This design comes from an exercise in tuning for small area on the open sky130 flow, not from production work. Where RTL was checked, it was by simulation tests only, not by an equivalence proof against the original.

## ALU_wrapper
module ALU_wrapper( clk, reset, ABCmd_i, LoadA_i, LoadB_i, LoadCmd_i, ACC_o, Done_o);
Size in the first run: roughly 400 cells after synthesis, roughly 28 flip-flops, about 3200 sq um of cells after synthesis.
==> flow/config.mk <==
export PLATFORM = sky130hd
export DESIGN_NAME = ALU_wrapper
export DESIGN_NICKNAME = ALU_wrapper
export VERILOG_FILES = /design/flow/design.v
export SDC_FILE = /design/flow/constraint.sdc
export NUM_CORES = 4
export LEC_CHECK = 0
export CAP_MARGIN = 20
export CORE_MARGIN = 2
export CORE_UTILIZATION = 40
export GPL_TIMING_DRIVEN = 0
export SLEW_MARGIN = 20
==> flow/constraint.sdc <==
create_clock -name core_clock -period 6.0 [get_ports {clk}]
set_input_delay 1.2000 -clock core_clock [delete_from_list [all_inputs] [get_ports {clk}]]
set_output_delay 1.2000 -clock core_clock [all_outputs]
set_load 0.01 [all_outputs]
standard.sh (not shown) runs the stock make flow with config.mk's settings and CLKGATE_MAP_FILE= SYNTH_SCRIPT=/design/flow/synth_recipe.tcl, a recipe that flattens the netlist after the stock synthesis.
==> flow/flow/run.sh <==
#!/bin/bash
# Own layout flow: the standard ORFS flow, except that
#  - synthesis maps the design's FA/HA adder modules straight onto the
#    sky130 fa_1/ha_1 cells (flow/my_synth.tcl), and
#  - port buffers are the smallest buffer (buf_1).
# Each tool's output goes to a log file of its own in this folder.
set -euo pipefail
W=$(pwd)
F=$W/flow
# same make call as standard.sh, with our synthesis script
sed "s#SYNTH_SCRIPT=[^ ]*#SYNTH_SCRIPT=$F/my_synth.tcl#" standard.sh > my_standard.sh
grep -q "SYNTH_SCRIPT=$F/my_synth.tcl" my_standard.sh
# my_synth.tcl = synth_recipe.tcl with our own synth wrapper in place of its first line
{ echo "source $F/synth_pre.tcl"; tail -n +2 synth_recipe.tcl; } > $F/my_synth.tcl
export MY_FLOW_DIR=$F
if [[ -f $F/env.sh ]]; then source $F/env.sh; fi
bash my_standard.sh synth > synth.log 2>&1
bash my_standard.sh > layout.log 2>&1
==> flow/flow/abc3.script <==
strash
ifraig
dc2
dch -f
map -a
mfs2
strash
dch -f
map -a
topo
==> flow/flow/adder_map.v <==
module FA(a, b, c, s, co);
	input a, b, c;
	output s, co;
	sky130_fd_sc_hd__fa_1 _TECHMAP_REPLACE_ (.A(a), .B(b), .CIN(c), .SUM(s), .COUT(co));
endmodule

module HA(a, b, s, co);
	input a, b;
	output s, co;
	sky130_fd_sc_hd__ha_1 _TECHMAP_REPLACE_ (.A(a), .B(b), .SUM(s), .COUT(co));
endmodule
==> flow/flow/env.sh <==
export BUFFER_PORTS_ARGS="-buffer_cell sky130_fd_sc_hd__buf_1"
export MY_NO_EXTRACT_FA=1
export MY_ABC_SCRIPT=abc3.script
export SETUP_MOVE_SEQUENCE="unbuffer,sizeup,swap"
==> flow/flow/my_synth.tcl <==
source /design/flow/flow/synth_pre.tcl
source $::env(SCRIPTS_DIR)/synth.tcl
# left out here: clear keep_hierarchy, flatten, clean up, hide names made inside functions, write 1_2_yosys.v
==> flow/flow/synth_pre.tcl <==
# Replaces the first line of synth_recipe.tcl (which wraps synth in -nofsm -noshare).
# Before the first synth call, the FA/HA adder modules of the design are mapped
# straight onto the platform's full/half adder cells, and ABC is given an
# area-oriented script.
proc synth {args} {
  if { ![info exists ::my_adders_mapped] } {
    set ::my_adders_mapped 1
    yosys proc
    yosys techmap -map $::env(MY_FLOW_DIR)/adder_map.v
    if { [info exists ::env(MY_NO_EXTRACT_FA)] } {
      unset ::env(ADDER_MAP_FILE)
    }
    if { [info exists ::env(MY_ABC_SCRIPT)] } {
      set i [lsearch -exact $::abc_args -script]
      lset ::abc_args [expr {$i + 1}] $::env(MY_FLOW_DIR)/$::env(MY_ABC_SCRIPT)
    }
  }
  yosys synth -nofsm -noshare {*}$args
}
Next try:
--- a/flow/design.v
+++ b/flow/design.v
@@ -23,29 +23,29 @@
 	wire [3:0] op  = ABCmd_i[3:0];
 	wire       CI  = ABCmd_i[4];
 	wire       shr = ABCmd_i[5];
 	wire       BCD = ABCmd_i[6];
 	wire       MUL = ABCmd_i[7];
 	reg [2:0] state;
 	wire RO      = ~state[2] & ~state[1];
+	wire LoadA   = ~state[2] &  state[1];
+	wire LoadB   =  state[2] & ~state[1];
 	wire LoadCmd =  state[2] &  state[1];
-	wire LoadA   =  state[2] & ~state[1];
-	wire LoadB   = ~state[2] &  state[1];
 	assign Done_o = state[0];
 	wire nA = (RO & ~LoadCmd_i & ~LoadB_i & LoadA_i) | (LoadA & ~LoadB_i & ~LoadCmd_i) |
 	          (LoadB & LoadA_i) | (LoadCmd & LoadA_i);
 	wire nB = (RO & ~LoadCmd_i & LoadB_i) | (LoadA & LoadB_i) |
 	          (LoadB & ~LoadA_i & ~LoadCmd_i) | (LoadCmd & ~LoadA_i & LoadB_i);
 	wire nC = (RO & LoadCmd_i) | (LoadA & ~LoadB_i & LoadCmd_i) | (LoadB & ~LoadA_i & LoadCmd_i);
 	wire nO = LoadCmd & ~LoadA_i & ~LoadB_i;
 	always @(posedge clk or posedge reset)
 		if (reset)
 			state <= 3'b000;
 		else
-			state <= {nA | nC, nB | nC, nO};
+			state <= {nB | nC, nA | nC, nO};
 	always @(posedge clk or posedge reset)
 		if (reset) begin
 			rA <= 0;
 			rB <= 0;
 		end else begin
 			if (LoadA) rA <= ABCmd_i;
 			if (LoadB) rB <= ABCmd_i;
Outcome: The new run passed the timing, DRC and antenna checks; setup slack gets better by 0.041 ns; critical path depth does not change; global-route usage fell by 0.35 points; die area hardly moves; cell area fell by 1.4%; cell count fell by 0.57%; utilization fell by 0.41 points; clock-buffer cell count rose by 1; register-to-register slack gets better by 0.04 ns; via count fell by 2.6%; worst hold slack hardly moves.
For the first run of this note, only the layout was checked, not whether the RTL still works.

========
ALU_wrapper, a different RTL version from the one above (not shown whole).
Size in the first run: ~400 cells after synthesis, about 28 flip-flops, roughly 3200 µm² of cells after synthesis.
clock: 6.0 ns
lec_check: 0
cap_margin: 20
core_margin: 2
core_utilization: 40
gpl_timing_driven: 0
slew_margin: 20
Scripts as last shown in full above: flow/flow/run.sh, flow/flow/abc3.script, flow/flow/adder_map.v, flow/flow/env.sh, flow/flow/my_synth.tcl, flow/flow/synth_pre.tcl
Next try:
--- a/flow/design.v
+++ b/flow/design.v
@@ -16,41 +16,37 @@
 	input LoadA_i;
 	input LoadB_i;
 	input LoadCmd_i;
 	input [7:0] ABCmd_i;
 	output [7:0] ACC_o;
 	output Done_o;
 	reg [7:0] rA, rB, ACC_o;
 	wire [3:0] op  = ABCmd_i[3:0];
 	wire       CI  = ABCmd_i[4];
 	wire       shr = ABCmd_i[5];
 	wire       BCD = ABCmd_i[6];
 	wire       MUL = ABCmd_i[7];
-	reg [2:0] state;
-	wire RO      = ~state[1] & ~state[0];
-	wire LoadA   = ~state[1] &  state[0];
-	wire LoadB   =  state[1] &  state[0];
-	wire LoadCmd =  state[2] &  state[1];
-	assign Done_o = state[2] & ~state[1];
+	reg LoadA, LoadB, LoadCmd, Done_o;
+	wire RO = ~LoadA & ~LoadB & ~LoadCmd;
 	wire nA = (RO & ~LoadCmd_i & ~LoadB_i & LoadA_i) | (LoadA & ~LoadB_i & ~LoadCmd_i) |
 	          (LoadB & LoadA_i) | (LoadCmd & LoadA_i);
 	wire nB = (RO & ~LoadCmd_i & LoadB_i) | (LoadA & LoadB_i) |
 	          (LoadB & ~LoadA_i & ~LoadCmd_i) | (LoadCmd & ~LoadA_i & LoadB_i);
 	wire nC = (RO & LoadCmd_i) | (LoadA & ~LoadB_i & LoadCmd_i) | (LoadB & ~LoadA_i & LoadCmd_i);
 	wire nO = LoadCmd & ~LoadA_i & ~LoadB_i;
 	always @(posedge clk or posedge reset)
 		if (reset)
-			state <= 3'b000;
+			{LoadA, LoadB, LoadCmd, Done_o} <= 4'b0000;
 		else
-			state <= {nC | nO, nB | nC, nA | nB};
+			{LoadA, LoadB, LoadCmd, Done_o} <= {nA, nB, nC, nO};
 	always @(posedge clk or posedge reset)
 		if (reset) begin
 			rA <= 0;
 			rB <= 0;
 		end else begin
 			if (LoadA) rA <= ABCmd_i;
 			if (LoadB) rB <= ABCmd_i;
 		end
 	reg  [7:0] lg;
 	wire       lg8 = shr & rA[0];
 	reg  [7:0] op2;
 	wire       cin = CI & ~shr & ~(op[3] & op[2]);
Core utilization came out higher by 0.32 points. Critical path depth goes up by 9. Worst setup slack loses 0.056 ns. Routed wire length climbs by 2.9%. Cell area went up by 0.71%. Die area barely changes. Count of clock-buffer cells in the layout goes up by 5.
Function was not checked in any run of this note: the RTL went through the layout flow alone.

========
Another version of the RTL of ALU_wrapper (not shown whole).
For scale: ~380 cells after synthesis, roughly 28 flip-flops, ~22 I/O pins, roughly 3200 um2 of cells after synthesis.
clock: 6.0 ns
lec_check: 0
cap_margin: 20
core_margin: 2
core_utilization: 40
gpl_timing_driven: 0
slew_margin: 20
==> flow/flow/env.sh <==
export BUFFER_PORTS_ARGS="-buffer_cell sky130_fd_sc_hd__buf_1"
export MY_NO_EXTRACT_FA=1
export MY_ABC_SCRIPT=abc3.script
export SETUP_MOVE_SEQUENCE="unbuffer,sizeup,swap"
export CTS_ARGS="-sink_clustering_enable -repair_clock_nets -dont_use_dummy_load"
Scripts as last shown in full above: flow/flow/run.sh, flow/flow/abc3.script, flow/flow/adder_map.v, flow/flow/my_synth.tcl, flow/flow/synth_pre.tcl
Next try:
--- a/flow/design.v
+++ b/flow/design.v
@@ -22,30 +22,30 @@
 	reg [7:0] rA, rB, ACC_o;
 	wire [3:0] op  = ABCmd_i[3:0];
 	wire       CI  = ABCmd_i[4];
 	wire       shr = ABCmd_i[5];
 	wire       BCD = ABCmd_i[6];
 	wire       MUL = ABCmd_i[7];
 	reg [2:0] state;
-	wire RO      = ~state[1] & ~state[0];
-	wire LoadA   = ~state[1] &  state[0];
-	wire LoadB   =  state[1] &  state[0];
+	wire RO      = ~state[1];
+	wire LoadA   = ~state[2] &  state[1] & ~state[0];
+	wire LoadB   =  state[0];
 	wire LoadCmd =  state[2] &  state[1];
 	assign Done_o = state[2] & ~state[1];
 	wire nA = (RO & ~LoadCmd_i & ~LoadB_i & LoadA_i) | (LoadA & ~LoadB_i & ~LoadCmd_i) |
 	          (LoadB & LoadA_i) | (LoadCmd & LoadA_i);
 	wire nB = (RO & ~LoadCmd_i & LoadB_i) | (LoadA & LoadB_i) |
 	          (LoadB & ~LoadA_i & ~LoadCmd_i) | (LoadCmd & ~LoadA_i & LoadB_i);
 	wire nC = (RO & LoadCmd_i) | (LoadA & ~LoadB_i & LoadCmd_i) | (LoadB & ~LoadA_i & LoadCmd_i);
 	wire nO = LoadCmd & ~LoadA_i & ~LoadB_i;
 	always @(posedge clk or posedge reset)
 		if (reset)
 			state <= 3'b000;
 		else
-			state <= {nC | nO, nB | nC, nA | nB};
+			state <= {nC | nO, nA | nB | nC, nB};
 	always @(posedge clk or posedge reset)
 		if (reset) begin
 			rA <= 0;
 			rB <= 0;
 		end else begin
 			if (LoadA) rA <= ABCmd_i;
 			if (LoadB) rB <= ABCmd_i;
@@ -275,20 +275,15 @@
 	wire ms54, mc54;
 	FA u_m54(.a(mc40), .b(ms41), .c(mc53), .s(ms54), .co(mc54));
 	wire ms55, mc55;
 	FA u_m55(.a(mc41), .b(pp7_7), .c(mc54), .s(ms55), .co(mc55));
 	wire [15:0] mult_out = ~{mc55, ms55, ms54, ms53, ms52, ms51, ms50, ms49, ms48, ms47, ms46, ms45, ms44, ms43, ms42, pp0_0};
 	always @(posedge clk)
 		mc_hi <= mc_lo;
-	wire eL = LoadCmd & MUL;
-	wire eH8 = Done_o & MUL;
-	wire eS = LoadCmd & ~MUL;
-	wire eF = Done_o & ~MUL;
-	wire eH = ~LoadCmd & ~Done_o;
-	wire [7:0] acc_d = ({8{eL}} & mult_out[7:0]) | ({8{eH8}} & mult_out[15:8]) | ({8{eS}} & s) |
-	                   ({8{eF}} & {3'b000, CO, AV, AZ, AN, HC}) | ({8{eH}} & ACC_o);
 	always @(posedge clk or posedge reset)
 		if (reset)
 			ACC_o <= 0;
-		else
-			ACC_o <= acc_d;
+		else if (LoadCmd)
+			ACC_o <= MUL ? mult_out[7:0] : s;
+		else if (Done_o)
+			ACC_o <= MUL ? mult_out[15:8] : {3'b000, CO, AV, AZ, AN, HC};
 endmodule
What happened: Setup slack degrades by 0.092 ns; register-to-register slack degrades by 0.17 ns; maximum frequency goes down by 1.6%; worst hold slack improves by 0.014 ns; cell count goes up by 1.6%; utilization goes down by 0.87 points.
Only the layout flow was run in the first run of this note; the RTL was not checked for function there.

========
Setup of exp/garnet:
ALU_wrapper, a different RTL version from the one above (not shown whole).
For scale: ~380 cells after synthesis, about 28 flip-flops, roughly 22 I/O pins.
Settings: LEC_CHECK=0, CAP_MARGIN=20, CORE_MARGIN=2, CORE_UTILIZATION=40, GPL_TIMING_DRIVEN=0, SLEW_MARGIN=20; clock period 6.0 ns.
==> flow/flow/env.sh <==
export BUFFER_PORTS_ARGS="-buffer_cell sky130_fd_sc_hd__buf_1"
export MY_NO_EXTRACT_FA=1
export MY_ABC_SCRIPT=abc3.script
Scripts as last shown in full above: flow/flow/run.sh, flow/flow/abc3.script, flow/flow/adder_map.v, flow/flow/my_synth.tcl, flow/flow/synth_pre.tcl
The inputs of exp/juniper differ from those of exp/garnet as listed below.
-- flow/design.v --
<<< exp/garnet, line 280
	always @(posedge clk)
		mc_hi <= mc_lo;
	wire eL = LoadCmd & MUL;
	wire eH8 = Done_o & MUL;
	wire eS = LoadCmd & ~MUL;
	wire eF = Done_o & ~MUL;
	wire eH = ~LoadCmd & ~Done_o;
	wire [7:0] acc_d = ({8{eL}} & mult_out[7:0]) | ({8{eH8}} & mult_out[15:8]) | ({8{eS}} & s) |
	                   ({8{eF}} & {3'b000, CO, AV, AZ, AN, HC}) | ({8{eH}} & ACC_o);
	always @(posedge clk or posedge reset)
		if (reset)
			ACC_o <= 0;
		else
			ACC_o <= acc_d;
endmodule
>>> exp/juniper, line 280
	always @(posedge clk)
		mc_hi <= mc_lo;
	always @(posedge clk or posedge reset)
		if (reset)
			ACC_o <= 0;
		else if (LoadCmd)
			ACC_o <= MUL ? mult_out[7:0] : s;
		else if (Done_o)
			ACC_o <= MUL ? mult_out[15:8] : {3'b000, CO, AV, AZ, AN, HC};
endmodule
Results
- Timing endpoint of the critical path: ACC_o[6] -> exp/juniper, ACC_o[3] -> exp/garnet
- The higher overall die area of exp/garnet and exp/juniper is in exp/juniper.
- Fmax delta (exp/garnet -> exp/juniper): insignificant
- Compared with exp/garnet, in exp/juniper total routed wirelength went up by about 2%, clock skew after layout saw an increase.
- Going from exp/garnet to exp/juniper, wire length on met1 shrank by a few percent.
- Compared exp/juniper vs exp/garnet, and netlist area before placement is up in exp/juniper.
For exp/garnet, only the layout was checked, not whether the RTL still works.

========
Setup of lane 2:
Another version of the RTL of ALU_wrapper (not shown whole).
For scale: roughly 370 cells after synthesis, about 22 I/O pins.
==> flow/config.mk <==
export PLATFORM = sky130hd
export DESIGN_NAME = ALU_wrapper
export DESIGN_NICKNAME = ALU_wrapper
export VERILOG_FILES = /design/flow/design.v
export SDC_FILE = /design/flow/constraint.sdc
export NUM_CORES = 4
export LEC_CHECK = 0
export CAP_MARGIN = 20
export CORE_MARGIN = 2
export CORE_UTILIZATION = 40
export GPL_TIMING_DRIVEN = 0
export SLEW_MARGIN = 20
==> flow/constraint.sdc <==
create_clock -name core_clock -period 6.0 [get_ports {clk}]
set_input_delay 1.2000 -clock core_clock [delete_from_list [all_inputs] [get_ports {clk}]]
set_output_delay 1.2000 -clock core_clock [all_outputs]
set_load 0.01 [all_outputs]
==> flow/flow/env.sh <==
export BUFFER_PORTS_ARGS="-buffer_cell sky130_fd_sc_hd__buf_1"
export MY_NO_EXTRACT_FA=1
export MY_ABC_SCRIPT=abc3.script
export SETUP_MOVE_SEQUENCE="unbuffer,sizeup,swap"
export CTS_ARGS="-sink_clustering_enable -repair_clock_nets -dont_use_dummy_load"
Scripts as last shown in full above: flow/flow/run.sh, flow/flow/abc3.script, flow/flow/adder_map.v, flow/flow/my_synth.tcl, flow/flow/synth_pre.tcl
Changes in lane 4 relative to lane 2:
--- a/flow/design.v
+++ b/flow/design.v
@@ -264,14 +264,15 @@
 	wire ms49, mc49;
 	FA u_m49(.a(mc35), .b(ms36), .c(mc_hi), .s(ms49), .co(mc49));
 	wire ms50, mc50;
 	FA u_m50(.a(mc36), .b(ms37), .c(mc49), .s(ms50), .co(mc50));
 	wire ms51, mc51;
 	FA u_m51(.a(mc37), .b(ms38), .c(mc50), .s(ms51), .co(mc51));
+	wire mc_la = ~((~(mc37 | ms38)) | ((~(mc37 & ms38)) & (~(mc36 | ms37))) | ((~(mc37 & ms38)) & (~(mc36 & ms37)) & (~(mc35 | ms36))) | ((~(mc37 & ms38)) & (~(mc36 & ms37)) & (~(mc35 & ms36)) & ~mc_hi));
 	wire ms52, mc52;
-	FA u_m52(.a(mc38), .b(ms39), .c(mc51), .s(ms52), .co(mc52));
+	FA u_m52(.a(mc38), .b(ms39), .c(mc_la), .s(ms52), .co(mc52));
 	wire ms53, mc53;
 	FA u_m53(.a(mc39), .b(ms40), .c(mc52), .s(ms53), .co(mc53));
 	wire ms54, mc54;
 	FA u_m54(.a(mc40), .b(ms41), .c(mc53), .s(ms54), .co(mc54));
 	wire ms55, mc55;
 	FA u_m55(.a(mc41), .b(pp7_7), .c(mc54), .s(ms55), .co(mc55));
[summary]
sky130_fd_sc_hd__fa_2 as the cell with the largest stage delay on the worst path was reported by lane 2, and sky130_fd_sc_hd__fa_1 by lane 4.
Compared lane 2 against lane 4; die area within noise.
Lane 4 against lane 2: worst reg-to-reg path cell count increased 9, final area lost 0.37%, critical path's largest stage delay lower, proportion of final cell area spent on non-clock buffers was more or less identical, total length of routed met2 wires has increased.
Taking lane 2 as the reference, in lane 4 final period utilization decreased by 1.2 points relative to the old numbers, arrival time of data at the critical path endpoint lower, total wire length dropped 130 um, maximum net fanout on the critical path has increased.
Measured against each other, lane 2 and lane 4 differ in mean area per synthesized cell, the lower figure coming from lane 2.
Function not checked in lane 2: the RTL went through the layout flow alone.

-- separate check: timing with driven ports --
The results above use ideal ports. As a check the final layouts listed here were re-extracted and re-timed, cells and wires unchanged. Step 1: set_driving_cell puts a clkbuf_16 on clk and a buf_2 on each other input, an assumption about the parent block. Step 2 also shifts input and output timing later by t, the mid clock arrival at the registers, as if the neighbouring blocks saw the same clock. Slacks: ideal ports / drivers / drivers and shift; pairs: ideal ports / drivers.
run | t, ns | setup slack, ns | hold slack, ns | cell pins on the clock port's net
the first run of note 1 | 0.307 | 0.162 / 0.162 / 0.036 | 0.494 / 0.494 / 0.494 | 1
the second run of note 1 | 0.316 | 0.203 / 0.203 / -0.086 | 0.495 / 0.495 / 0.495 | 1
the first run of note 2 | 0.314 | 0.282 / 0.282 / -0.012 | 0.517 / 0.517 / 0.517 | 1
the second run of note 2 | 0.310 | 0.226 / 0.234 / -0.076 | 0.507 / 0.507 / 0.507 | 1
the first run of note 3 | 0.311 | 0.303 / 0.289 / -0.022 | 0.504 / 0.504 / 0.504 | 1
the second run of note 3 | 0.306 | 0.211 / 0.211 / -0.051 | 0.518 / 0.518 / 0.518 | 1
exp/garnet | 0.309 | 0.201 / 0.202 / -0.107 | 0.534 / 0.534 / 0.534 | 1
exp/juniper | 0.317 | 0.218 / 0.218 / -0.059 | 0.496 / 0.496 / 0.496 | 1
lane 2 | 0.303 | 0.190 / 0.190 / -0.035 | 0.546 / 0.546 / 0.546 | 1
lane 4 | 0.300 | 0.264 / 0.264 / -0.036 | 0.548 / 0.548 / 0.548 | 1
With both steps, setup timing fails in 9 of these runs, where it was met with ideal ports. The setup slack of the first run of note 3, which loses most, moves by -0.014 ns with the drivers and by -0.325 ns with both steps.
